Background: an optimization exercise with open tools, aiming at small area, a short achievable clock period and few clock cycles. Do not read the settings as production practice. In this exercise RTL edits were held to simulation tests only and were not proved equivalent to the original. Power is estimated from default activity; no workload was simulated.

==> cedar: inputs <==
==> flow/design.v <==
module parameterized_fft #(
    parameter DATA_WIDTH = 16,
    parameter FFT_POINTS = 8,
    parameter LOG2_FFT_POINTS = $clog2(FFT_POINTS)
)(
    input wire clk,
    input wire rst_n,
    input wire start,
    input wire [DATA_WIDTH-1:0] data_in_real,
    input wire [DATA_WIDTH-1:0] data_in_imag,
    input wire data_valid_in,
    output reg data_ready,
    output wire [(DATA_WIDTH*FFT_POINTS)-1:0] data_out_real,
    output wire [(DATA_WIDTH*FFT_POINTS)-1:0] data_out_imag,
    output reg data_valid_out,
    output reg busy
);
    reg [15:0] sr [0:7];
    reg [15:0] si [0:7];
    reg [15:0] xr, xi;
    reg h5r, h5i, h7r, h7i;
    genvar gk;
    generate for (gk = 0; gk < 8; gk = gk + 1) begin : g_out
        assign data_out_real[16*gk +: 16] = sr[gk];
        assign data_out_imag[16*gk +: 16] = si[gk];
    end endgenerate
    reg loading;             
    reg [2:0] cnt;           
    reg got;                 
    reg [2:0] gcnt;          
    reg [5:1] seq;           
    wire take = loading & data_valid_in;
    always @(posedge clk) begin
        xr <= data_in_real;
        xi <= data_in_imag;
        gcnt <= cnt;
    end
    wire k1 = got & (gcnt == 3'd7);
    always @(posedge clk or negedge rst_n) begin
        if (!rst_n) begin
            loading <= 1'b0;
            cnt <= 3'd0;
            got <= 1'b0;
            seq <= 5'd0;
            busy <= 1'b0;
            data_ready <= 1'b1;
            data_valid_out <= 1'b0;
        end else begin
            got <= take;
            seq <= {seq[4:1], k1};
            if (start) begin
                loading <= 1'b1;
                cnt <= 3'd0;
                busy <= 1'b1;
                data_valid_out <= 1'b0;
            end else if (take) begin
                cnt <= cnt + 3'd1;
                if (cnt == 3'd7) begin
                    loading <= 1'b0;
                    data_ready <= 1'b0;
                end
            end
            if (seq[5]) begin
                busy <= 1'b0;
                data_ready <= 1'b1;
                data_valid_out <= 1'b1;
            end
        end
    end
    wire k2 = seq[1], k3 = seq[2], k4 = seq[3], k5 = seq[4], k6 = seq[5];
    wire pre0 = got & (gcnt == 3'd4);
    wire pre1 = got & (gcnt == 3'd5);
    wire pre2 = got & (gcnt == 3'd6);
    wire ld0 = got & (gcnt == 3'd0);
    wire ld1 = got & (gcnt == 3'd1);
    wire ld2 = got & (gcnt == 3'd2);
    wire ld3 = got & (gcnt == 3'd3);
    function [15:0] sat;
        input [16:0] v;
        sat = (v[16] ^ v[15]) ? {v[16], {15{~v[16]}}} : v[15:0];
    endfunction
    wire [15:0] u_ar =
        (pre0 | k3 | k4) ? sr[6] :
        (pre1 | k2) ? sr[3] :
        (pre2) ? sr[0] :
        sr[7];
    wire [15:0] u_ai =
        (pre0 | k3 | k4) ? si[6] :
        (pre1 | k2) ? si[3] :
        (pre2) ? si[0] :
        si[7];
    wire [15:0] u_br =
        (pre0 | pre1 | pre2 | k1) ? xr :
        (k2 | k4) ? sr[0] :
        sr[5];
    wire [15:0] u_bi =
        (pre0 | pre1 | pre2 | k1) ? xi :
        (k2 | k4) ? si[0] :
        si[5];
    wire [15:0] v_ar =
        (k1 | k6) ? sr[1] :
        (k2 | k4) ? sr[2] :
        (k3) ? si[2] :
        sr[7];
    wire [15:0] v_ai =
        (k1 | k6) ? si[1] :
        (k2 | k4) ? si[2] :
        (k3) ? si[3] :
        si[7];
    wire [15:0] v_br =
        (k1 | k2 | k4) ? sr[4] :
        (k3) ? sr[2] :
        (k5) ? si[5] :
        sr[5];
    wire [15:0] v_bi =
        (k1 | k2 | k4) ? si[4] :
        (k3) ? sr[3] :
        (k5) ? si[3] :
        si[5];
    wire [15:0] utr = (~u_br[15] & (|u_br)) ? u_br - 16'd1 : u_br;
    wire [15:0] uti = (~u_bi[15] & (|u_bi)) ? u_bi - 16'd1 : u_bi;
    wire ucr = (u_br == 16'h8000), uci = (u_bi == 16'h8000);
    wire [16:0] us1r = {u_ar[15], u_ar} + {utr[15], utr} + {16'd0, ucr};
    wire [16:0] us2r = {u_ar[15], u_ar} + {~utr[15], ~utr} + {16'd0, ~ucr};
    wire [16:0] us1i = {u_ai[15], u_ai} + {uti[15], uti} + {16'd0, uci};
    wire [16:0] us2i = {u_ai[15], u_ai} + {~uti[15], ~uti} + {16'd0, ~uci};
    wire [15:0] u1r = sat(us1r), u1i = sat(us1i), u2r = sat(us2r), u2i = sat(us2i);
    wire v_w2 = k1 | k2 | k4;
    wire [15:0] vtr = v_w2 ? v_bi : v_br;
    wire [15:0] vti = v_w2 ? v_br : v_bi;
    wire vsw = v_w2 & (v_br != 16'h8000);
    wire [16:0] vs1r = {v_ar[15], v_ar} + {vtr[15], vtr};
    wire [16:0] vs2r = {v_ar[15], v_ar} - {vtr[15], vtr};
    wire [16:0] vs1i = {v_ai[15], v_ai} + {vti[15], vti};
    wire [16:0] vs2i = {v_ai[15], v_ai} - {vti[15], vti};
    wire [15:0] v1r = k3 ? vs1r[15:0] : sat(vs1r);
    wire [15:0] v2r = k3 ? vs2r[15:0] : sat(vs2r);
    wire [15:0] v1i = k3 ? vs1i[15:0] : (vsw ? sat(vs2i) : sat(vs1i));
    wire [15:0] v2i = k3 ? vs2i[15:0] : (vsw ? sat(vs1i) : sat(vs2i));
    wire [16:0] mx = k4 ? {h7i, si[3]} : {h5r, sr[5]};
    wire [16:0] myv = k4 ? {h5i, si[5]} : {h7r, sr[3]};
    wire [16:0] my = myv ^ {17{k4}};              
    wire [30:0] ex = {{14{mx[16]}}, mx};
    wire [30:0] ey = {{14{my[16]}}, my};
    wire [30:0] kc = k4 ? 31'd23170 : 31'd0;
    wire [30:0] px = (ex << 14) + (ex << 12) + (ex << 11) + (ex << 9) + (ex << 7) + (ex << 1);
    wire [30:0] py = (ey << 14) + (ey << 12) + (ey << 11) + (ey << 9) + (ey << 7) + (ey << 1) + kc;
    wire [15:0] tx = px[30:15], ty = py[30:15];
    always @(posedge clk) begin
        if (k3) begin
            h5r <= vs1r[16]; h5i <= vs1i[16]; h7r <= vs2r[16]; h7i <= vs2i[16];
        end
        if (k1) begin sr[0] <= u1r; si[0] <= u1i; end
        if (k2) begin sr[0] <= u1r; si[0] <= u1i; end
        if (k4) begin sr[0] <= u1r; si[0] <= u1i; end
        if (pre0) begin sr[1] <= u2r; si[1] <= u2i; end
        if (k1) begin sr[1] <= v1r; si[1] <= v1i; end
        if (k6) begin sr[1] <= v1r; si[1] <= v1i; end
        if (pre1) begin sr[2] <= u2r; si[2] <= u2i; end
        if (k3) begin sr[2] <= u2r; si[2] <= u2i; end
        if (k2) begin sr[2] <= v1r; si[2] <= v1i; end
        if (k4) begin sr[2] <= v1r; si[2] <= v1i; end
        if (pre1) begin sr[3] <= u1r; si[3] <= u1i; end
        if (k2) begin sr[3] <= v2r; si[3] <= v2i; end
        if (k3) begin sr[3] <= v2r; si[3] <= v2i; end
        if (k5) begin sr[3] <= v1r; si[3] <= v1i; end
        if (pre2) begin sr[4] <= u2r; si[4] <= u2i; end
        if (k1) begin sr[4] <= u2r; si[4] <= u2i; end
        if (k2) begin sr[4] <= u2r; si[4] <= u2i; end
        if (k4) begin sr[4] <= u2r; si[4] <= u2i; end
        if (pre2) begin sr[5] <= u1r; si[5] <= u1i; end
        if (k3) begin sr[5] <= v1r; si[5] <= v1i; end
        if (k6) begin sr[5] <= v2r; si[5] <= v2i; end
        if (pre0) begin sr[6] <= u1r; si[6] <= u1i; end
        if (k3) begin sr[6] <= u1r; si[6] <= u1i; end
        if (k4) begin sr[6] <= v2r; si[6] <= v2i; end
        if (k1) begin sr[7] <= v2r; si[7] <= v2i; end
        if (k5) begin sr[7] <= v2r; si[7] <= v2i; end
        if (ld0) begin sr[6] <= xr; si[6] <= xi; end
        if (ld1) begin sr[3] <= xr; si[3] <= xi; end
        if (ld2) begin sr[0] <= xr; si[0] <= xi; end
        if (ld3) begin sr[7] <= xr; si[7] <= xi; end
        if (k4) begin si[5] <= tx; si[3] <= ty; end
        if (k5) begin sr[5] <= tx; si[5] <= ty; end
    end
endmodule
==> flow/flow/run.sh <==
#!/bin/bash
# Layout flow: the standard ORFS flow (standard.sh, unchanged synthesis,
# floorplan, power grid, placement, CTS and routing), with two settings:
#  - the port buffers are sky130_fd_sc_hd__buf_2 cells (every input and
#    output port still gets its own buffer);
#  - timing repair (after CTS and after global routing) aims at a setup
#    slack of MARGIN ns under the unchanged 25 ns clock, so it upsizes and
#    buffers the longest paths instead of stopping at slack 0.
# The full make output goes to flow.log; each ORFS step also writes its own
# log under orfs/logs/.
set -euo pipefail
MARGIN=18
bash standard.sh \
  SETUP_SLACK_MARGIN=$MARGIN \
  "BUFFER_PORTS_ARGS=-buffer_cell sky130_fd_sc_hd__buf_2" \
  finish > flow.log 2>&1
==> flow/standard.sh <==
#!/bin/bash
# synth_recipe.tcl (not shown) runs the flow's synth.tcl, then flattens the netlist and writes it again
# the make line also repeats each setting of config.mk as NAME=value (left out here)
make -C /OpenROAD-flow-scripts/flow DESIGN_CONFIG=/design/flow/config.mk WORK_HOME=/design/flow/orfs CLKGATE_MAP_FILE= SYNTH_SCRIPT=/design/flow/synth_recipe.tcl "${@:-finish}"
==> flow/config.mk <==
export PLATFORM = sky130hd
export DESIGN_NAME = parameterized_fft
export DESIGN_NICKNAME = parameterized_fft
export VERILOG_FILES = /design/flow/design.v
export SDC_FILE = /design/flow/constraint.sdc
export NUM_CORES = 4
export LEC_CHECK = 0
export CAP_MARGIN = 20
export CORE_MARGIN = 2
export CORE_UTILIZATION = 40
export SLEW_MARGIN = 20
==> flow/constraint.sdc <==
create_clock -name core_clock -period 25.0 [get_ports {clk}]
set_input_delay 5.0000 -clock core_clock [delete_from_list [all_inputs] [get_ports {clk}]]
set_output_delay 5.0000 -clock core_clock [all_outputs]
set_load 0.01 [all_outputs]
==> inputs of maple, as changes to cedar <==
==> flow/run.sh (new file) <==
#!/bin/bash
# synth_recipe.tcl (not shown) runs the flow's synth.tcl, then flattens the netlist and writes it again
# the make line also repeats each setting of config.mk as NAME=value (left out here)
make -C /OpenROAD-flow-scripts/flow DESIGN_CONFIG=/design/flow/config.mk WORK_HOME=/design/flow/orfs CLKGATE_MAP_FILE= SYNTH_SCRIPT=/design/flow/synth_recipe.tcl finish
removed: flow/flow/run.sh
removed: flow/standard.sh
==> results by group <==
Cells and area
  • Nets: 4382
  • Fill cells: 8091

Run status
  • Status: timing/DRC/antenna clean

Timing
  • Clock skew: 0.0419 ns

Global route
  • Grt met3 use: 16.1%
  • Met1 usage: 51.3%

Pwr
  • Clock Power Share: 37.8%

Placement
  • Post-placement cell area: 34600 sq um
(the above is from cedar)
==> results by group <==
Run status
  • Status: timing/DRC/antenna clean

Clock network
  • H-tree levels: 2

Global route
  • Met1 usage: 53.9%
  • Grt met3 use: 15.0%

Timing
  • Clock skew: 0.0355 ns

Pwr
  • Clock Power Share: 36.8%

Placement
  • Post-placement cell area: 36100 sq um
(the above is from maple)
Testbench counts of cedar, summed over its fixed seeds: cycles 4,808.
Testbench counts of maple, summed over its fixed seeds: cycles 4,808.

[separate check: timing with driven ports]
The flow's constraints put no driver on any port. The routed layouts listed below were extracted and timed again, unchanged, in two steps.
Step 1 (the two cells are an assumption about what drives the block):
set clk [get_ports {clk}]
set_driving_cell -lib_cell sky130_fd_sc_hd__clkbuf_16 $clk
set_driving_cell -lib_cell sky130_fd_sc_hd__buf_2 [delete_from_list [all_inputs] $clk]
Step 2 also shifts input and output timing later by t, the mid clock arrival at the registers, as if the neighbouring blocks saw the same clock.
Three values: ideal, step 1, step 2; two values: the first two.
run	shift t [ns]	setup slack, ns	pins driven straight from the clock port
cedar	0.656	18.093 / 18.093 / 18.093	1
maple	0.669	17.185 / 17.185 / 17.185	1
After both steps setup and hold are still met in every run listed.
